Background: an optimization exercise with open tools, aiming at small area and a short achievable clock period. Do not read the settings as production practice.
Function not checked in this run: the RTL went through the layout flow alone.
Power figures rest on the tool's default switching activity, not on a simulated workload.

### flow/run.sh
#!/bin/bash
# The standard layout (the standard.sh, unchanged synthesis), except that
# the port buffers are plain buffers and the clock-delay buffer cells are not
# used anywhere. The make output goes to standard.log; ORFS keeps each step's
# log under orfs/logs/.
set -uo pipefail
export BUFFER_PORTS_ARGS="-buffer_cell sky130_fd_sc_hd__buf_2"
export DONT_USE_CELLS="sky130_fd_sc_hd__clkdlybuf4s15_1 sky130_fd_sc_hd__clkdlybuf4s15_2 sky130_fd_sc_hd__clkdlybuf4s18_1 sky130_fd_sc_hd__clkdlybuf4s18_2 sky130_fd_sc_hd__clkdlybuf4s25_1 sky130_fd_sc_hd__clkdlybuf4s25_2 sky130_fd_sc_hd__clkdlybuf4s50_1 sky130_fd_sc_hd__clkdlybuf4s50_2"
bash standard.sh > standard.log 2>&1
### standard.sh
#!/bin/bash
# synth_recipe.tcl (not shown) runs the flow's synth.tcl, then flattens the netlist and writes it again
# the make line also repeats each setting of config.mk as NAME=value (left out here)
make -C /OpenROAD-flow-scripts/flow DESIGN_CONFIG=/design/flow/config.mk WORK_HOME=/design/flow/orfs CLKGATE_MAP_FILE= SYNTH_SCRIPT=/design/flow/synth_recipe.tcl "${@:-finish}"
### config.mk
export PLATFORM = sky130hd
export DESIGN_NAME = mac_demo
export DESIGN_NICKNAME = mac_demo
export VERILOG_FILES = /design/flow/design.v
export SDC_FILE = /design/flow/constraint.sdc
export NUM_CORES = 4
export LEC_CHECK = 0
export ABC_AREA = 1
export CAP_MARGIN = 20
export CORE_MARGIN = 2
export CORE_UTILIZATION = 40
export CTS_BUF_LIST = sky130_fd_sc_hd__clkbuf_4 sky130_fd_sc_hd__clkbuf_8
export SETUP_SLACK_MARGIN = 2.7
export SLEW_MARGIN = 20
export SYNTH_HIERARCHICAL = 1
export SYNTH_MINIMUM_KEEP_SIZE = 0
### design.v
module multiplier  #(parameter width = 16)
   ( input    signed  [width-1 : 0] multiplicand,
     input    signed  [width-1 : 0] multiplier,   
     output   signed  [2 * width - 1 : 0] product
   ) ;
   assign  product = multiplicand * multiplier ;
endmodule
module  adder  #(parameter width = 32)  
		( input   signed [width-1 : 0] a ,
		  input   signed [width-1 : 0] b , 
		  output  signed [width-1 : 0] sum
		) ;
    assign   sum = a + b ;
endmodule
module accumulator #(parameter width = 32) 
	(input    clk,
     	 input    ena,
         input    reset,
         input	  signed [width - 1 : 0] acc_in,
   	 output   reg signed [width - 1 : 0] acc_out
	) ;
   always @(posedge clk) begin
      if (reset)  acc_out <= 0 ;
      else if (ena) acc_out <= acc_in ;
   end
endmodule
module mac_demo(input clk, input reset, input ena,
                input signed [15:0] k, input signed [15:0] x,
                output signed [31:0] acc_out);
  reg [31:0] rs, rc;
  wire [31:0] ag, ap;
  ha u_cp0 (.a(rs[0]), .b(rc[0]), .s(ap[0]), .co(ag[0]));
  ha u_cp1 (.a(rs[1]), .b(rc[1]), .s(ap[1]), .co(ag[1]));
  ha u_cp2 (.a(rs[2]), .b(rc[2]), .s(ap[2]), .co(ag[2]));
  ha u_cp3 (.a(rs[3]), .b(rc[3]), .s(ap[3]), .co(ag[3]));
  ha u_cp4 (.a(rs[4]), .b(rc[4]), .s(ap[4]), .co(ag[4]));
  ha u_cp5 (.a(rs[5]), .b(rc[5]), .s(ap[5]), .co(ag[5]));
  ha u_cp6 (.a(rs[6]), .b(rc[6]), .s(ap[6]), .co(ag[6]));
  ha u_cp7 (.a(rs[7]), .b(rc[7]), .s(ap[7]), .co(ag[7]));
  ha u_cp8 (.a(rs[8]), .b(rc[8]), .s(ap[8]), .co(ag[8]));
  ha u_cp9 (.a(rs[9]), .b(rc[9]), .s(ap[9]), .co(ag[9]));
  ha u_cp10 (.a(rs[10]), .b(rc[10]), .s(ap[10]), .co(ag[10]));
  ha u_cp11 (.a(rs[11]), .b(rc[11]), .s(ap[11]), .co(ag[11]));
  ha u_cp12 (.a(rs[12]), .b(rc[12]), .s(ap[12]), .co(ag[12]));
  ha u_cp13 (.a(rs[13]), .b(rc[13]), .s(ap[13]), .co(ag[13]));
  ha u_cp14 (.a(rs[14]), .b(rc[14]), .s(ap[14]), .co(ag[14]));
  ha u_cp15 (.a(rs[15]), .b(rc[15]), .s(ap[15]), .co(ag[15]));
  ha u_cp16 (.a(rs[16]), .b(rc[16]), .s(ap[16]), .co(ag[16]));
  ha u_cp17 (.a(rs[17]), .b(rc[17]), .s(ap[17]), .co(ag[17]));
  ha u_cp18 (.a(rs[18]), .b(rc[18]), .s(ap[18]), .co(ag[18]));
  ha u_cp19 (.a(rs[19]), .b(rc[19]), .s(ap[19]), .co(ag[19]));
  ha u_cp20 (.a(rs[20]), .b(rc[20]), .s(ap[20]), .co(ag[20]));
  ha u_cp21 (.a(rs[21]), .b(rc[21]), .s(ap[21]), .co(ag[21]));
  ha u_cp22 (.a(rs[22]), .b(rc[22]), .s(ap[22]), .co(ag[22]));
  ha u_cp23 (.a(rs[23]), .b(rc[23]), .s(ap[23]), .co(ag[23]));
  ha u_cp24 (.a(rs[24]), .b(rc[24]), .s(ap[24]), .co(ag[24]));
  ha u_cp25 (.a(rs[25]), .b(rc[25]), .s(ap[25]), .co(ag[25]));
  ha u_cp26 (.a(rs[26]), .b(rc[26]), .s(ap[26]), .co(ag[26]));
  ha u_cp27 (.a(rs[27]), .b(rc[27]), .s(ap[27]), .co(ag[27]));
  ha u_cp28 (.a(rs[28]), .b(rc[28]), .s(ap[28]), .co(ag[28]));
  ha u_cp29 (.a(rs[29]), .b(rc[29]), .s(ap[29]), .co(ag[29]));
  ha u_cp30 (.a(rs[30]), .b(rc[30]), .s(ap[30]), .co(ag[30]));
  ha u_cp31 (.a(rs[31]), .b(rc[31]), .s(ap[31]), .co(ag[31]));
  wire pg1 = ag[1] | (ap[1] & ag[0]);
  wire pp_1 = ap[1] & ap[0];
  wire pg2 = ag[3] | (ap[3] & ag[2]);
  wire pp_2 = ap[3] & ap[2];
  wire pg3 = ag[5] | (ap[5] & ag[4]);
  wire pp_3 = ap[5] & ap[4];
  wire pg4 = ag[7] | (ap[7] & ag[6]);
  wire pp_4 = ap[7] & ap[6];
  wire pg5 = ag[9] | (ap[9] & ag[8]);
  wire pp_5 = ap[9] & ap[8];
  wire pg6 = ag[11] | (ap[11] & ag[10]);
  wire pp_6 = ap[11] & ap[10];
  wire pg7 = ag[13] | (ap[13] & ag[12]);
  wire pp_7 = ap[13] & ap[12];
  wire pg8 = ag[15] | (ap[15] & ag[14]);
  wire pp_8 = ap[15] & ap[14];
  wire pg9 = ag[17] | (ap[17] & ag[16]);
  wire pp_9 = ap[17] & ap[16];
  wire pg10 = ag[19] | (ap[19] & ag[18]);
  wire pp_10 = ap[19] & ap[18];
  wire pg11 = ag[21] | (ap[21] & ag[20]);
  wire pp_11 = ap[21] & ap[20];
  wire pg12 = ag[23] | (ap[23] & ag[22]);
  wire pp_12 = ap[23] & ap[22];
  wire pg13 = ag[25] | (ap[25] & ag[24]);
  wire pp_13 = ap[25] & ap[24];
  wire pg14 = ag[27] | (ap[27] & ag[26]);
  wire pp_14 = ap[27] & ap[26];
  wire pg15 = ag[29] | (ap[29] & ag[28]);
  wire pp_15 = ap[29] & ap[28];
  wire pg16 = ag[31] | (ap[31] & ag[30]);
  wire pp_16 = ap[31] & ap[30];
  wire pg17 = pg2 | (pp_2 & pg1);
  wire pp_17 = pp_2 & pp_1;
  wire pg18 = pg4 | (pp_4 & pg3);
  wire pp_18 = pp_4 & pp_3;
  wire pg19 = pg6 | (pp_6 & pg5);
  wire pp_19 = pp_6 & pp_5;
  wire pg20 = pg8 | (pp_8 & pg7);
  wire pp_20 = pp_8 & pp_7;
  wire pg21 = pg10 | (pp_10 & pg9);
  wire pp_21 = pp_10 & pp_9;
  wire pg22 = pg12 | (pp_12 & pg11);
  wire pp_22 = pp_12 & pp_11;
  wire pg23 = pg14 | (pp_14 & pg13);
  wire pp_23 = pp_14 & pp_13;
  wire pg24 = pg16 | (pp_16 & pg15);
  wire pp_24 = pp_16 & pp_15;
  wire pg25 = pg18 | (pp_18 & pg17);
  wire pp_25 = pp_18 & pp_17;
  wire pg26 = pg20 | (pp_20 & pg19);
  wire pp_26 = pp_20 & pp_19;
  wire pg27 = pg22 | (pp_22 & pg21);
  wire pp_27 = pp_22 & pp_21;
  wire pg28 = pg24 | (pp_24 & pg23);
  wire pp_28 = pp_24 & pp_23;
  wire pg29 = pg26 | (pp_26 & pg25);
  wire pp_29 = pp_26 & pp_25;
  wire pg30 = pg28 | (pp_28 & pg27);
  wire pp_30 = pp_28 & pp_27;
  wire pg31 = pg30 | (pp_30 & pg29);
  wire pp_31 = pp_30 & pp_29;
  wire pg32 = pg27 | (pp_27 & pg29);
  wire pp_32 = pp_27 & pp_29;
  wire pg33 = pg19 | (pp_19 & pg25);
  wire pp_33 = pp_19 & pp_25;
  wire pg34 = pg21 | (pp_21 & pg29);
  wire pp_34 = pp_21 & pp_29;
  wire pg35 = pg23 | (pp_23 & pg32);
  wire pp_35 = pp_23 & pp_32;
  wire pg36 = pg3 | (pp_3 & pg17);
  wire pp_36 = pp_3 & pp_17;
  wire pg37 = pg5 | (pp_5 & pg25);
  wire pp_37 = pp_5 & pp_25;
  wire pg38 = pg7 | (pp_7 & pg33);
  wire pp_38 = pp_7 & pp_33;
  wire pg39 = pg9 | (pp_9 & pg29);
  wire pp_39 = pp_9 & pp_29;
  wire pg40 = pg11 | (pp_11 & pg34);
  wire pp_40 = pp_11 & pp_34;
  wire pg41 = pg13 | (pp_13 & pg32);
  wire pp_41 = pp_13 & pp_32;
  wire pg42 = pg15 | (pp_15 & pg35);
  wire pp_42 = pp_15 & pp_35;
  wire pg43 = ag[2] | (ap[2] & pg1);
  wire pp_43 = ap[2] & pp_1;
  wire pg44 = ag[4] | (ap[4] & pg17);
  wire pp_44 = ap[4] & pp_17;
  wire pg45 = ag[6] | (ap[6] & pg36);
  wire pp_45 = ap[6] & pp_36;
  wire pg46 = ag[8] | (ap[8] & pg25);
  wire pp_46 = ap[8] & pp_25;
  wire pg47 = ag[10] | (ap[10] & pg37);
  wire pp_47 = ap[10] & pp_37;
  wire pg48 = ag[12] | (ap[12] & pg33);
  wire pp_48 = ap[12] & pp_33;
  wire pg49 = ag[14] | (ap[14] & pg38);
  wire pp_49 = ap[14] & pp_38;
  wire pg50 = ag[16] | (ap[16] & pg29);
  wire pp_50 = ap[16] & pp_29;
  wire pg51 = ag[18] | (ap[18] & pg39);
  wire pp_51 = ap[18] & pp_39;
  wire pg52 = ag[20] | (ap[20] & pg34);
  wire pp_52 = ap[20] & pp_34;
  wire pg53 = ag[22] | (ap[22] & pg40);
  wire pp_53 = ap[22] & pp_40;
  wire pg54 = ag[24] | (ap[24] & pg32);
  wire pp_54 = ap[24] & pp_32;
  wire pg55 = ag[26] | (ap[26] & pg41);
  wire pp_55 = ap[26] & pp_41;
  wire pg56 = ag[28] | (ap[28] & pg35);
  wire pp_56 = ap[28] & pp_35;
  wire pg57 = ag[30] | (ap[30] & pg42);
  wire pp_57 = ap[30] & pp_42;
  assign acc_out = ap ^ {pg57, pg42, pg56, pg35, pg55, pg41, pg54, pg32, pg53, pg40, pg52, pg34, pg51, pg39, pg50, pg29, pg49, pg38, pg48, pg33, pg47, pg37, pg46, pg25, pg45, pg36, pg44, pg17, pg43, pg1, ag[0], 1'b0};
  wire en = ena & ~reset;
  wire [31:0] fb = acc_out & {32{~reset}};
  wire [16:0] xe = {x, 1'b0};
  wire [15:0] kg = k;
  wire [16:0] ke = {k[15], k};
  wire [17:0] ke2 = {ke, 1'b0};
  wire [7:0] ng, ngb;
  wire b0_one = (xe[1] ^ xe[0]) & en;
  wire b0_two = ((xe[2] & ~xe[1] & ~xe[0]) | (~xe[2] & xe[1] & xe[0])) & en;
  assign ng[0] = xe[2];
  wire [16:0] t0 = ke ~^ {17{ng[0]}};
  wire [16:0] pp0 = ~(({17{b0_one}} & t0) | ({17{b0_two}} & {t0[15:0], ~ng[0]}));
  assign ngb[0] = ng[0] | ~(b0_one | b0_two);
  wire b1_one = (xe[3] ^ xe[2]) & en;
  wire b1_two = ((xe[4] & ~xe[3] & ~xe[2]) | (~xe[4] & xe[3] & xe[2])) & en;
  assign ng[1] = xe[4];
  wire [16:0] t1 = ke ~^ {17{ng[1]}};
  wire [16:0] pp1 = ~(({17{b1_one}} & t1) | ({17{b1_two}} & {t1[15:0], ~ng[1]}));
  assign ngb[1] = ng[1] | ~(b1_one | b1_two);
  wire b2_one = (xe[5] ^ xe[4]) & en;
  wire b2_two = ((xe[6] & ~xe[5] & ~xe[4]) | (~xe[6] & xe[5] & xe[4])) & en;
  assign ng[2] = xe[6];
  wire [16:0] t2 = ke ~^ {17{ng[2]}};
  wire [16:0] pp2 = ~(({17{b2_one}} & t2) | ({17{b2_two}} & {t2[15:0], ~ng[2]}));
  assign ngb[2] = ng[2] | ~(b2_one | b2_two);
  wire b3_one = (xe[7] ^ xe[6]) & en;
  wire b3_two = ((xe[8] & ~xe[7] & ~xe[6]) | (~xe[8] & xe[7] & xe[6])) & en;
  assign ng[3] = xe[8];
  wire [16:0] t3 = ke ~^ {17{ng[3]}};
  wire [16:0] pp3 = ~(({17{b3_one}} & t3) | ({17{b3_two}} & {t3[15:0], ~ng[3]}));
  assign ngb[3] = ng[3] | ~(b3_one | b3_two);
  wire b4_one = (xe[9] ^ xe[8]) & en;
  wire b4_two = ((xe[10] & ~xe[9] & ~xe[8]) | (~xe[10] & xe[9] & xe[8])) & en;
  assign ng[4] = xe[10];
  wire [16:0] t4 = ke ~^ {17{ng[4]}};
  wire [16:0] pp4 = ~(({17{b4_one}} & t4) | ({17{b4_two}} & {t4[15:0], ~ng[4]}));
  assign ngb[4] = ng[4] | ~(b4_one | b4_two);
  wire b5_one = (xe[11] ^ xe[10]) & en;
  wire b5_two = ((xe[12] & ~xe[11] & ~xe[10]) | (~xe[12] & xe[11] & xe[10])) & en;
  assign ng[5] = xe[12];
  wire [16:0] t5 = ke ~^ {17{ng[5]}};
  wire [16:0] pp5 = ~(({17{b5_one}} & t5) | ({17{b5_two}} & {t5[15:0], ~ng[5]}));
  assign ngb[5] = ng[5] | ~(b5_one | b5_two);
  wire b6_one = (xe[13] ^ xe[12]) & en;
  wire b6_two = ((xe[14] & ~xe[13] & ~xe[12]) | (~xe[14] & xe[13] & xe[12])) & en;
  assign ng[6] = xe[14];
  wire [16:0] t6 = ke ~^ {17{ng[6]}};
  wire [16:0] pp6 = ~(({17{b6_one}} & t6) | ({17{b6_two}} & {t6[15:0], ~ng[6]}));
  assign ngb[6] = ng[6] | ~(b6_one | b6_two);
  wire b7_one = (xe[15] ^ xe[14]) & en;
  wire b7_two = ((xe[16] & ~xe[15] & ~xe[14]) | (~xe[16] & xe[15] & xe[14])) & en;
  assign ng[7] = xe[16];
  wire [16:0] t7 = ke ~^ {17{ng[7]}};
  wire [16:0] pp7 = ~(({17{b7_one}} & t7) | ({17{b7_two}} & {t7[15:0], ~ng[7]}));
  assign ngb[7] = ng[7] | ~(b7_one | b7_two);
  wire [5:0] pk;
  assign pk[0] = kg[0];
  assign pk[1] = kg[1] ^ (ng[7] & |kg[0:0]);
  assign pk[2] = kg[2] ^ (ng[7] & |kg[1:0]);
  assign pk[3] = kg[3] ^ (ng[7] & |kg[2:0]);
  assign pk[4] = kg[4] ^ (ng[7] & |kg[3:0]);
  assign pk[5] = kg[5] ^ (ng[7] & |kg[4:0]);
  wire [5:0] pe7 = ({6{b7_one}} & pk) | ({6{b7_two}} & {pk[4:0], 1'b0});
  wire c7 = ngb[7] & ~(b7_one & |kg[5:0]) & ~(b7_two & |kg[4:0]);
  wire fs0, fc0;
  fa u_fa0 (.a(fb[0]), .b(pp0[0]), .c(ngb[0]), .s(fs0), .co(fc0));
  wire fs1, fc1;
  fa u_fa1 (.a(fb[1]), .b(pp0[1]), .c(fc0), .s(fs1), .co(fc1));
  wire fs2, fc2;
  fa u_fa2 (.a(fb[2]), .b(pp0[2]), .c(pp1[0]), .s(fs2), .co(fc2));
  wire fs3, fc3;
  fa u_fa3 (.a(ngb[1]), .b(fs2), .c(fc1), .s(fs3), .co(fc3));
  wire fs4, fc4;
  fa u_fa4 (.a(fb[3]), .b(pp0[3]), .c(pp1[1]), .s(fs4), .co(fc4));
  wire hs0, hc0;
  ha u_ha0 (.a(fc2), .b(fs4), .s(hs0), .co(hc0));
  wire fs5, fc5;
  fa u_fa5 (.a(fb[4]), .b(pp0[4]), .c(pp1[2]), .s(fs5), .co(fc5));
  wire fs6, fc6;
  fa u_fa6 (.a(pp2[0]), .b(ngb[2]), .c(fc4), .s(fs6), .co(fc6));
  wire hs1, hc1;
  ha u_ha1 (.a(fs5), .b(hc0), .s(hs1), .co(hc1));
  wire fs7, fc7;
  fa u_fa7 (.a(fb[5]), .b(pp0[5]), .c(pp1[3]), .s(fs7), .co(fc7));
  wire fs8, fc8;
  fa u_fa8 (.a(pp2[1]), .b(fc5), .c(fs7), .s(fs8), .co(fc8));
  wire hs2, hc2;
  ha u_ha2 (.a(fc6), .b(hc1), .s(hs2), .co(hc2));
  wire fs9, fc9;
  fa u_fa9 (.a(fb[6]), .b(pp0[6]), .c(pp1[4]), .s(fs9), .co(fc9));
  wire fs10, fc10;
  fa u_fa10 (.a(pp2[2]), .b(pp3[0]), .c(ngb[3]), .s(fs10), .co(fc10));
  wire fs11, fc11;
  fa u_fa11 (.a(fc7), .b(fs9), .c(fs10), .s(fs11), .co(fc11));
  wire hs3, hc3;
  ha u_ha3 (.a(fc8), .b(hc2), .s(hs3), .co(hc3));
  wire fs12, fc12;
  fa u_fa12 (.a(fb[7]), .b(pp0[7]), .c(pp1[5]), .s(fs12), .co(fc12));
  wire fs13, fc13;
  fa u_fa13 (.a(pp2[3]), .b(pp3[1]), .c(fc9), .s(fs13), .co(fc13));
  wire fs14, fc14;
  fa u_fa14 (.a(fs12), .b(fc10), .c(fs13), .s(fs14), .co(fc14));
  wire hs4, hc4;
  ha u_ha4 (.a(fc11), .b(hc3), .s(hs4), .co(hc4));
  wire fs15, fc15;
  fa u_fa15 (.a(fb[8]), .b(pp0[8]), .c(pp1[6]), .s(fs15), .co(fc15));
  wire fs16, fc16;
  fa u_fa16 (.a(pp2[4]), .b(pp3[2]), .c(pp4[0]), .s(fs16), .co(fc16));
  wire hs5, hc5;
  ha u_ha5 (.a(ngb[4]), .b(fc12), .s(hs5), .co(hc5));
  wire fs17, fc17;
  fa u_fa17 (.a(fb[9]), .b(pp0[9]), .c(pp1[7]), .s(fs17), .co(fc17));
  wire hs6, hc6;
  ha u_ha6 (.a(pp2[5]), .b(pp3[3]), .s(hs6), .co(hc6));
  wire fs18, fc18;
  fa u_fa18 (.a(fb[10]), .b(pp0[10]), .c(pp1[8]), .s(fs18), .co(fc18));
  wire fs19, fc19;
  fa u_fa19 (.a(pp2[6]), .b(pp3[4]), .c(pp4[2]), .s(fs19), .co(fc19));
  wire fs20, fc20;
  fa u_fa20 (.a(fb[11]), .b(pp0[11]), .c(pp1[9]), .s(fs20), .co(fc20));
  wire hs7, hc7;
  ha u_ha7 (.a(pp2[7]), .b(pp3[5]), .s(hs7), .co(hc7));
  wire fs21, fc21;
  fa u_fa21 (.a(fb[12]), .b(pp0[12]), .c(pp1[10]), .s(fs21), .co(fc21));
  wire fs22, fc22;
  fa u_fa22 (.a(pp2[8]), .b(pp3[6]), .c(pp4[4]), .s(fs22), .co(fc22));
  wire hs8, hc8;
  ha u_ha8 (.a(pp5[2]), .b(pp6[0]), .s(hs8), .co(hc8));
  wire fs23, fc23;
  fa u_fa23 (.a(fb[13]), .b(pp0[13]), .c(pp1[11]), .s(fs23), .co(fc23));
  wire fs24, fc24;
  fa u_fa24 (.a(pp2[9]), .b(pp3[7]), .c(pp4[5]), .s(fs24), .co(fc24));
  wire hs9, hc9;
  ha u_ha9 (.a(pp5[3]), .b(pp6[1]), .s(hs9), .co(hc9));
  wire fs25, fc25;
  fa u_fa25 (.a(fb[14]), .b(pp0[14]), .c(pp1[12]), .s(fs25), .co(fc25));
  wire fs26, fc26;
  fa u_fa26 (.a(pp2[10]), .b(pp3[8]), .c(pp4[6]), .s(fs26), .co(fc26));
  wire fs27, fc27;
  fa u_fa27 (.a(pp5[4]), .b(pp6[2]), .c(pe7[0]), .s(fs27), .co(fc27));
  wire fs28, fc28;
  fa u_fa28 (.a(fb[15]), .b(pp0[15]), .c(pp1[13]), .s(fs28), .co(fc28));
  wire fs29, fc29;
  fa u_fa29 (.a(pp2[11]), .b(pp3[9]), .c(pp4[7]), .s(fs29), .co(fc29));
  wire fs30, fc30;
  fa u_fa30 (.a(pp5[5]), .b(pp6[3]), .c(pe7[1]), .s(fs30), .co(fc30));
  wire fs31, fc31;
  fa u_fa31 (.a(fb[16]), .b(pp0[16]), .c(pp1[14]), .s(fs31), .co(fc31));
  wire fs32, fc32;
  fa u_fa32 (.a(pp2[12]), .b(pp3[10]), .c(pp4[8]), .s(fs32), .co(fc32));
  wire fs33, fc33;
  fa u_fa33 (.a(pp5[6]), .b(pp6[4]), .c(pe7[2]), .s(fs33), .co(fc33));
  wire fs34, fc34;
  fa u_fa34 (.a(fb[17]), .b(pp0[16]), .c(pp1[15]), .s(fs34), .co(fc34));
  wire fs35, fc35;
  fa u_fa35 (.a(pp2[13]), .b(pp3[11]), .c(pp4[9]), .s(fs35), .co(fc35));
  wire fs36, fc36;
  fa u_fa36 (.a(pp5[7]), .b(pp6[5]), .c(pe7[3]), .s(fs36), .co(fc36));
  wire fs37, fc37;
  fa u_fa37 (.a(fb[18]), .b(~pp0[16]), .c(~pp1[16]), .s(fs37), .co(fc37));
  wire fs38, fc38;
  fa u_fa38 (.a(pp2[14]), .b(pp3[12]), .c(pp4[10]), .s(fs38), .co(fc38));
  wire fs39, fc39;
  fa u_fa39 (.a(pp5[8]), .b(pp6[6]), .c(pe7[4]), .s(fs39), .co(fc39));
  wire fs40, fc40;
  assign fs40 = ~(fb[19] ^ pp2[15]);
  assign fc40 = fb[19] | pp2[15];
  wire fs41, fc41;
  fa u_fa41 (.a(pp3[13]), .b(pp4[11]), .c(pp5[9]), .s(fs41), .co(fc41));
  wire hs10, hc10;
  ha u_ha10 (.a(pp6[7]), .b(pe7[5]), .s(hs10), .co(hc10));
  wire fs42, fc42;
  fa u_fa42 (.a(fb[20]), .b(~pp2[16]), .c(pp3[14]), .s(fs42), .co(fc42));
  wire fs43, fc43;
  fa u_fa43 (.a(pp4[12]), .b(pp5[10]), .c(pp6[8]), .s(fs43), .co(fc43));
  wire hs11, hc11;
  ha u_ha11 (.a(pp7[6]), .b(c7), .s(hs11), .co(hc11));
  wire fs44, fc44;
  assign fs44 = ~(fb[21] ^ pp3[15]);
  assign fc44 = fb[21] | pp3[15];
  wire fs45, fc45;
  fa u_fa45 (.a(pp4[13]), .b(pp5[11]), .c(pp6[9]), .s(fs45), .co(fc45));
  wire fs46, fc46;
  fa u_fa46 (.a(fb[22]), .b(~pp3[16]), .c(pp4[14]), .s(fs46), .co(fc46));
  wire hs12, hc12;
  assign hs12 = ~fb[23];
  assign hc12 = fb[23];
  wire fs47, fc47;
  fa u_fa47 (.a(fs15), .b(fs16), .c(hs5), .s(fs47), .co(fc47));
  wire fs48, fc48;
  fa u_fa48 (.a(pp4[1]), .b(hs6), .c(fc15), .s(fs48), .co(fc48));
  wire hs13, hc13;
  ha u_ha13 (.a(fc16), .b(fs17), .s(hs13), .co(hc13));
  wire fs49, fc49;
  fa u_fa49 (.a(pp5[0]), .b(hc6), .c(ngb[5]), .s(fs49), .co(fc49));
  wire fs50, fc50;
  fa u_fa50 (.a(fc17), .b(fs18), .c(fs19), .s(fs50), .co(fc50));
  wire fs51, fc51;
  fa u_fa51 (.a(pp4[3]), .b(pp5[1]), .c(hs7), .s(fs51), .co(fc51));
  wire fs52, fc52;
  fa u_fa52 (.a(fc18), .b(fc19), .c(fs20), .s(fs52), .co(fc52));
  wire fs53, fc53;
  fa u_fa53 (.a(hc7), .b(ngb[6]), .c(hs8), .s(fs53), .co(fc53));
  wire fs54, fc54;
  fa u_fa54 (.a(fc20), .b(fs21), .c(fs22), .s(fs54), .co(fc54));
  wire fs55, fc55;
  fa u_fa55 (.a(hc8), .b(hs9), .c(fc21), .s(fs55), .co(fc55));
  wire fs56, fc56;
  fa u_fa56 (.a(fc22), .b(fs23), .c(fs24), .s(fs56), .co(fc56));
  wire fs57, fc57;
  fa u_fa57 (.a(hc9), .b(fc23), .c(fc24), .s(fs57), .co(fc57));
  wire fs58, fc58;
  fa u_fa58 (.a(fs25), .b(fs26), .c(fs27), .s(fs58), .co(fc58));
  wire fs59, fc59;
  fa u_fa59 (.a(fc25), .b(fc26), .c(fc27), .s(fs59), .co(fc59));
  wire fs60, fc60;
  fa u_fa60 (.a(fs28), .b(fs29), .c(fs30), .s(fs60), .co(fc60));
  wire fs61, fc61;
  fa u_fa61 (.a(fc28), .b(fc29), .c(fc30), .s(fs61), .co(fc61));
  wire fs62, fc62;
  fa u_fa62 (.a(fs31), .b(fs32), .c(fs33), .s(fs62), .co(fc62));
  wire fs63, fc63;
  fa u_fa63 (.a(fc31), .b(fc32), .c(fc33), .s(fs63), .co(fc63));
  wire fs64, fc64;
  fa u_fa64 (.a(fs34), .b(fs35), .c(fs36), .s(fs64), .co(fc64));
  wire fs65, fc65;
  fa u_fa65 (.a(fc34), .b(fc35), .c(fc36), .s(fs65), .co(fc65));
  wire fs66, fc66;
  fa u_fa66 (.a(fs37), .b(fs38), .c(fs39), .s(fs66), .co(fc66));
  wire fs67, fc67;
  fa u_fa67 (.a(hs10), .b(fc37), .c(fc38), .s(fs67), .co(fc67));
  wire fs68, fc68;
  fa u_fa68 (.a(fc39), .b(fs40), .c(fs41), .s(fs68), .co(fc68));
  wire fs69, fc69;
  fa u_fa69 (.a(hc10), .b(fc40), .c(fc41), .s(fs69), .co(fc69));
  wire fs70, fc70;
  fa u_fa70 (.a(fs42), .b(fs43), .c(hs11), .s(fs70), .co(fc70));
  wire fs71, fc71;
  fa u_fa71 (.a(pp7[7]), .b(fc42), .c(fc43), .s(fs71), .co(fc71));
  wire fs72, fc72;
  fa u_fa72 (.a(fs44), .b(hc11), .c(fs45), .s(fs72), .co(fc72));
  wire fs73, fc73;
  fa u_fa73 (.a(pp5[12]), .b(pp6[10]), .c(pp7[8]), .s(fs73), .co(fc73));
  wire fs74, fc74;
  fa u_fa74 (.a(fc44), .b(fc45), .c(fs46), .s(fs74), .co(fc74));
  wire fs75, fc75;
  fa u_fa75 (.a(hs12), .b(pp4[15]), .c(pp5[13]), .s(fs75), .co(fc75));
  wire fs76, fc76;
  fa u_fa76 (.a(pp6[11]), .b(pp7[9]), .c(fc46), .s(fs76), .co(fc76));
  wire fs77, fc77;
  fa u_fa77 (.a(fb[24]), .b(hc12), .c(~pp4[16]), .s(fs77), .co(fc77));
  wire fs78, fc78;
  fa u_fa78 (.a(pp5[14]), .b(pp6[12]), .c(pp7[10]), .s(fs78), .co(fc78));
  wire fs79, fc79;
  assign fs79 = ~(fb[25] ^ pp5[15]);
  assign fc79 = fb[25] | pp5[15];
  wire hs14, hc14;
  ha u_ha14 (.a(pp6[13]), .b(pp7[11]), .s(hs14), .co(hc14));
  wire fs80, fc80;
  fa u_fa80 (.a(fb[26]), .b(~pp5[16]), .c(pp6[14]), .s(fs80), .co(fc80));
  wire hs15, hc15;
  assign hs15 = ~fb[27];
  assign hc15 = fb[27];
  wire hs16, hc16;
  ha u_ha16 (.a(fc13), .b(fs47), .s(hs16), .co(hc16));
  wire fs81, fc81;
  fa u_fa81 (.a(hc5), .b(hs13), .c(fs48), .s(fs81), .co(fc81));
  wire fs82, fc82;
  fa u_fa82 (.a(hc13), .b(fs49), .c(fc48), .s(fs82), .co(fc82));
  wire fs83, fc83;
  fa u_fa83 (.a(fc49), .b(fs51), .c(fc50), .s(fs83), .co(fc83));
  wire fs84, fc84;
  fa u_fa84 (.a(fc51), .b(fs53), .c(fc52), .s(fs84), .co(fc84));
  wire fs85, fc85;
  fa u_fa85 (.a(fc53), .b(fs55), .c(fc54), .s(fs85), .co(fc85));
  wire fs86, fc86;
  fa u_fa86 (.a(fc55), .b(fs57), .c(fc56), .s(fs86), .co(fc86));
  wire fs87, fc87;
  fa u_fa87 (.a(fc57), .b(fs59), .c(fc58), .s(fs87), .co(fc87));
  wire fs88, fc88;
  fa u_fa88 (.a(fc59), .b(fs61), .c(fc60), .s(fs88), .co(fc88));
  wire fs89, fc89;
  fa u_fa89 (.a(fc61), .b(fs63), .c(fc62), .s(fs89), .co(fc89));
  wire fs90, fc90;
  fa u_fa90 (.a(fc63), .b(fs65), .c(fc64), .s(fs90), .co(fc90));
  wire fs91, fc91;
  fa u_fa91 (.a(fc65), .b(fs67), .c(fc66), .s(fs91), .co(fc91));
  wire fs92, fc92;
  fa u_fa92 (.a(fc67), .b(fc68), .c(fs69), .s(fs92), .co(fc92));
  wire fs93, fc93;
  fa u_fa93 (.a(fc69), .b(fs71), .c(fc70), .s(fs93), .co(fc93));
  wire fs94, fc94;
  fa u_fa94 (.a(fs73), .b(fc71), .c(fc72), .s(fs94), .co(fc94));
  wire fs95, fc95;
  fa u_fa95 (.a(fc73), .b(fs75), .c(fs76), .s(fs95), .co(fc95));
  wire fs96, fc96;
  fa u_fa96 (.a(fc75), .b(fs77), .c(fs78), .s(fs96), .co(fc96));
  wire fs97, fc97;
  fa u_fa97 (.a(hs14), .b(fc77), .c(fc78), .s(fs97), .co(fc97));
  wire fs98, fc98;
  fa u_fa98 (.a(pp7[12]), .b(hc14), .c(fc79), .s(fs98), .co(fc98));
  wire fs99, fc99;
  fa u_fa99 (.a(hs15), .b(pp6[15]), .c(pp7[13]), .s(fs99), .co(fc99));
  wire fs100, fc100;
  fa u_fa100 (.a(fb[28]), .b(hc15), .c(~pp6[16]), .s(fs100), .co(fc100));
  wire hs17, hc17;
  assign hs17 = ~fb[29];
  assign hc17 = fb[29];
  wire hs18, hc18;
  ha u_ha18 (.a(fc14), .b(hs16), .s(hs18), .co(hc18));
  wire fs101, fc101;
  fa u_fa101 (.a(fc47), .b(fs81), .c(hc16), .s(fs101), .co(fc101));
  wire fs102, fc102;
  fa u_fa102 (.a(fs50), .b(fs82), .c(fc81), .s(fs102), .co(fc102));
  wire fs103, fc103;
  fa u_fa103 (.a(fs52), .b(fc82), .c(fs83), .s(fs103), .co(fc103));
  wire fs104, fc104;
  fa u_fa104 (.a(fs54), .b(fc83), .c(fs84), .s(fs104), .co(fc104));
  wire fs105, fc105;
  fa u_fa105 (.a(fs56), .b(fc84), .c(fs85), .s(fs105), .co(fc105));
  wire fs106, fc106;
  fa u_fa106 (.a(fs58), .b(fc85), .c(fs86), .s(fs106), .co(fc106));
  wire fs107, fc107;
  fa u_fa107 (.a(fs60), .b(fc86), .c(fs87), .s(fs107), .co(fc107));
  wire fs108, fc108;
  fa u_fa108 (.a(fs62), .b(fc87), .c(fs88), .s(fs108), .co(fc108));
  wire fs109, fc109;
  fa u_fa109 (.a(fs64), .b(fc88), .c(fs89), .s(fs109), .co(fc109));
  wire fs110, fc110;
  fa u_fa110 (.a(fs66), .b(fc89), .c(fs90), .s(fs110), .co(fc110));
  wire fs111, fc111;
  fa u_fa111 (.a(fs68), .b(fc90), .c(fs91), .s(fs111), .co(fc111));
  wire fs112, fc112;
  fa u_fa112 (.a(fs70), .b(fc91), .c(fs92), .s(fs112), .co(fc112));
  wire fs113, fc113;
  fa u_fa113 (.a(fs72), .b(fc92), .c(fs93), .s(fs113), .co(fc113));
  wire fs114, fc114;
  fa u_fa114 (.a(fs74), .b(fc93), .c(fs94), .s(fs114), .co(fc114));
  wire fs115, fc115;
  fa u_fa115 (.a(fc74), .b(fc94), .c(fs95), .s(fs115), .co(fc115));
  wire fs116, fc116;
  fa u_fa116 (.a(fc76), .b(fs96), .c(fc95), .s(fs116), .co(fc116));
  wire fs117, fc117;
  fa u_fa117 (.a(fs79), .b(fc96), .c(fs97), .s(fs117), .co(fc117));
  wire fs118, fc118;
  fa u_fa118 (.a(fs80), .b(fc97), .c(fs98), .s(fs118), .co(fc118));
  wire fs119, fc119;
  fa u_fa119 (.a(fc80), .b(fs99), .c(fc98), .s(fs119), .co(fc119));
  wire fs120, fc120;
  fa u_fa120 (.a(pp7[14]), .b(fc99), .c(fs100), .s(fs120), .co(fc120));
  wire fs121, fc121;
  fa u_fa121 (.a(hs17), .b(pp7[15]), .c(fc100), .s(fs121), .co(fc121));
  wire fs122, fc122;
  fa u_fa122 (.a(fb[30]), .b(hc17), .c(~pp7[16]), .s(fs122), .co(fc122));
  wire hs19, hc19;
  assign hs19 = ~fb[31];
  assign hc19 = fb[31];
  wire [31:0] ns = {hs19, fs122, fs121, fs120, fs119, fc117, fs117, fs116, fc114, fc113, fc112, fc111, fc110, fc109, fc108, fc107, fc106, fc105, fc104, fc103, fc102, fc101, hc18, hc4, fs14, fs11, fs8, fs6, hs0, fs3, fs1, fs0};
  wire [31:0] nc = {fc122, fc121, fc120, fc119, fc118, fs118, fc116, fc115, fs115, fs114, fs113, fs112, fs111, fs110, fs109, fs108, fs107, fs106, fs105, fs104, fs103, fs102, fs101, hs18, hs4, hs3, hs2, hs1, fc3, 1'b0, 1'b0, 1'b0};
  always @(posedge clk) begin
    rs <= ns;
    rc <= nc;
  end
endmodule
module fa(input a, input b, input c, output s, output co);
  assign s = a ^ b ^ c;
  assign co = (a & b) | (a & c) | (b & c);
endmodule
module ha(input a, input b, output s, output co);
  assign s = a ^ b;
  assign co = a & b;
endmodule
### constraint.sdc
create_clock -name core_clock -period 7.0 [get_ports {clk}]
set_input_delay 1.4000 -clock core_clock [delete_from_list [all_inputs] [get_ports {clk}]]
set_output_delay 1.4000 -clock core_clock [all_outputs]
set_load 0.01 [all_outputs]
==> key figures <==
CTS
  – CTS Hold Buffers Added: 0
  – Clock slew at reported path FFs: 0.07 ns
  – Clock Latency Late Sink: 0.38 ns
  – Clock tree buffer depth: 2
  – Clock buffer count from CTS: 9
  – Clock Sinks: 61
  – CTS root buf: clkbuf_8
  – H-Tree Depth: 3
  – CTS tree: done

Global routing
  – Pin count of the biggest net entering global routing: 30
  – Vias in the first global route: 6,509
  – Initial antenna violation count: 0
  – First-pass GRT wire length: 34,260 µm
  – GRT Util Overall: 0.2006
  – Grt ovf: 0

Setup path
  – Slowest stage delay, CP: 0.57 ns
  – Critical Path AT: 4.44 ns
  – Cell repeated most along the worst path: fa_1
  – Crit path required time: 7.25 ns
  – Crit-path cells: buf_6 > inv_6 > nand2_4 > nor3_4 > inv_4 > o22a_1 > fa_1 > fa_1 > fa_1 > fa_1
  – CP Max Fanout: 29
  – Slowest CP cell: fa_1
  – Kind of critical path: in2reg
  – Worst path bufs/invs: 3
  – Delay-heaviest family, CP: adder cells
  – CP Launch Type: input pin
  – CP endpoint kind: flop

Floorplan
  – Core area: 20,430 µm²
  – Top Ports: 67
  – Die width: 148.8 µm
  – Initial Util: 0.4105
  – Height of the die: 148.8 µm
  – Cell row count: 52
  – Die area: 22,140 µm²

Drt
  – Routed length per instance: 18.32 µm
  – DR vias: 6,254
  – Residual DRC: 0
  – Starting DRT DRC Count: 333
  – Total detailed-routing wirelength: 21,450 µm
  – Initial DRT Pass Iterations: 6
  – Routed Antenna Nets: 0
  – Via density: 5.341

Job
  – Max-cap violations: 0

Finish
  – Post-route insts no fill: 1,171
  – Most frequent cells in the layout: fa_1, xor2_1, o22a_1
  – Area Growth Syn to Fin: 11.04%
  – Final nets: 1,118
  – FF/Latch Area: 1221 µm²
  – Fillers: 2,011
  – Final core occ: 0.4558
  – Most common cell after layout, fill and taps aside: fa_1
  – Layout cells sized above 1: 0.1765
  – Antenna diode count: 0
  – Multi-input logic area: 6728 µm²

Pwr
  – PD cells: 488.0 nW/µm²
  – Leakage: 3.749 nW
  – Max VDD drop: 0.2735 mV

Placed design
  – Final HPWL DP: 16,890 µm
  – PortBufs: 66
  – Dpl ws: 1.761 ns
  – Placed cell count: 1,146
  – Placer Congestion: 0.8727

Synth
  – Cell taking the most area after synthesis: fa_1
  – Synth area leaders: fa_1, dfxtp_1, xor2_1
  – Share of the synthesized area in the top cell type: 0.2864
  – Synth cell types: 39
  – Flops & latches, synth: 61
  – Cell count after synthesis: 861
  – Synth Cell Area: 8387 µm²
  – Sequential share of the synthesized area: 0.1456
  – Synth warn: 7
  – Syn Area/Cell: 9.741 µm²

Timing
  – Hold Violations, Final: 0
  – Min Tclk post-route: 4.191 ns
  – Worst relative slew slack: 0.6650
  – Clock Skew: 0.01637 ns
  – Setup TNS: 0 ns
  – Worst Tran Pin Value: 0.4989 ns
  – Pins Over Slew Limit: 0
  – Crit share post-route: 0.5987
  – Final WS setup: 2.809 ns
  – Setup-failing EPs final: 0
  – Max Freq: 238.6 MHz
  – RSZ-0062 raised after global routing: no

Worst hold path
  – Hold crit path type: reg2reg

Status
  – Outcome: timing/DRC/antenna clean
## worst register-to-register path, cell delays in order (launching register included)
cell     delay, ns
dfxtp_1       0.31
ha_1          0.31
nand2_1       0.11
inv_1         0.07
a21oi_4       0.18
a21oi_1       0.09
or2_2         0.31
a31o_2        0.22
ha_1          0.17
nor2_1        0.13
xnor2_1       0.16
inv_1         0.11
nor2_4        0.14
fa_2          0.45
fa_2          0.37
fa_1          0.50
fa_1          0.40
## Yosys stat by module, one instance, submodules excluded
module | flops+latches | times used | cells
fa | 0 | 120 | 1
ha | 0 | 48 | 1
mac_demo | 61 | 1 | 693
## cell type report
type,count,share of cell area
Sequential cell,61,0.1311
Timing Repair Buffer,74,0.04823
Multi-Input combinational cell,662,0.7224
Tap cell,270,0.03628
Clock inverter,6,0.009270
Inverter,88,0.03789
Clock buffer,10,0.01478
## registers in the layout, summed over array words and instances, names as in the netlist
signal	count
rc	29
rs	32
## metrics by stage
step | total power (W) | hold slack, ns | area (µm²)
4_1_cts | 0.004548 | 0.6605 | 9125
2_1_floorplan | 0.003054 | 0.6289 | 8401
6_report | 0.004545 | 0.6617 | 9313
5_1_grt | 0.005176 | 0.7119 | 9313
3_5_place_dp | 0.004097 | 0.6412 | 8743
3_3_place_gp | 0.004037 | 0.6464 | 8743
## cell families after synthesis
kind of cell	count (synthesis)	share of synthesized area
buffers and inverters	141	0.07817
AOI/OAI and AO/OA	167	0.1556
xor gates and xnor gates	136	0.1420
other	1	0.0004471
adders and majority gates	187	0.3864
DFF	61	0.1456
and+or+nand+nor	168	0.09175
## synth_stat cells
library cell,instances
a211oi_2,3
a21o_1,2
a21oi_1,24
a22oi_1,12
a31o_2,4
a32oi_1,2
buf_2,26
buf_4,8
buf_6,8
clkbuf_1,8
clkbuf_2,3
conb_1,1
dfxtp_1,61
fa_1,120
ha_1,67
inv_1,76
inv_2,12
nand2_1,60
nand2_2,8
nand2_4,1
nand3_1,8
nand4_1,2
nor2_1,69
nor2_2,6
nor2_4,1
nor3_1,1
nor3_2,6
nor3_4,2
o21ai_0,10
o21bai_1,1
o22a_1,97
o22ai_1,10
o22ai_2,1
o31ai_1,1
or2_1,1
or2_2,1
or3_1,2
xnor2_1,24
xor2_1,112
## layer usage
| layer | up-vias | GRT usage | share of wire |
|---|---|---|---|
| met3 | 37 | 0.03639 | 0.061 |
| li1 | 2935 | - | - |
| met2 | 210 | 0.3127 | 0.45 |
| met4 | 0 | 0.06381 | 0.022 |
| met5 | - | 0 | 0 |
| met1 | 3072 | 0.2844 | 0.47 |
## report_power, final
part	internal, W	switching, W
Sequential	0.000578	0.0000673
Combinational	0.00153	0.00200
Clock	0.000209	0.000158
Total	0.00232	0.00223
## worst paths after layout
kind / slack [ns] / to / depth (start not counted) / startpoint
min reg2reg: 0.66 / rs[31] / 3 / rc[31]
max reg2reg: 2.84 / rc[16] / 16 / rs[6]
min: 0.66 / rs[31] / 3 / rc[31]
max: 2.81 / rc[16] / 10 / reset
## repair_timing
action / 4_1_cts / 5_1_grt
setup endpoints to repair: 37 / 28
resized for setup: 24 / 38
pin swaps: 3 / 12
cloned: 0 / 1
buffers inserted: 6 / 2

-- port drivers added, routing unchanged --
The results above use ideal ports. As a check the final layout listed here was re-extracted and re-timed, cells and wires unchanged. Step 1: set_driving_cell puts a clkbuf_16 on clk and a buf_2 on each other input, an assumption about the parent block. Step 2 times the ports against the registers' clock, not the clock port: input delays grow and output delays shrink by t, the midpoint of the rising clock arrivals with the driver on. Three values: no drivers, after step 1, after step 2; two values: the first two.
t (ns): 0.409
setup WS [ns]: 2.809 / 2.804 / 2.405
clock arrival spread, ns: 0.016 / 0.017
worst register clock-pin slew, ns: 0.08 / 0.08
After both steps this run still meets setup and hold. For this run, drivers alone change the setup slack by -0.005 ns; drivers and shift together by -0.404 ns.
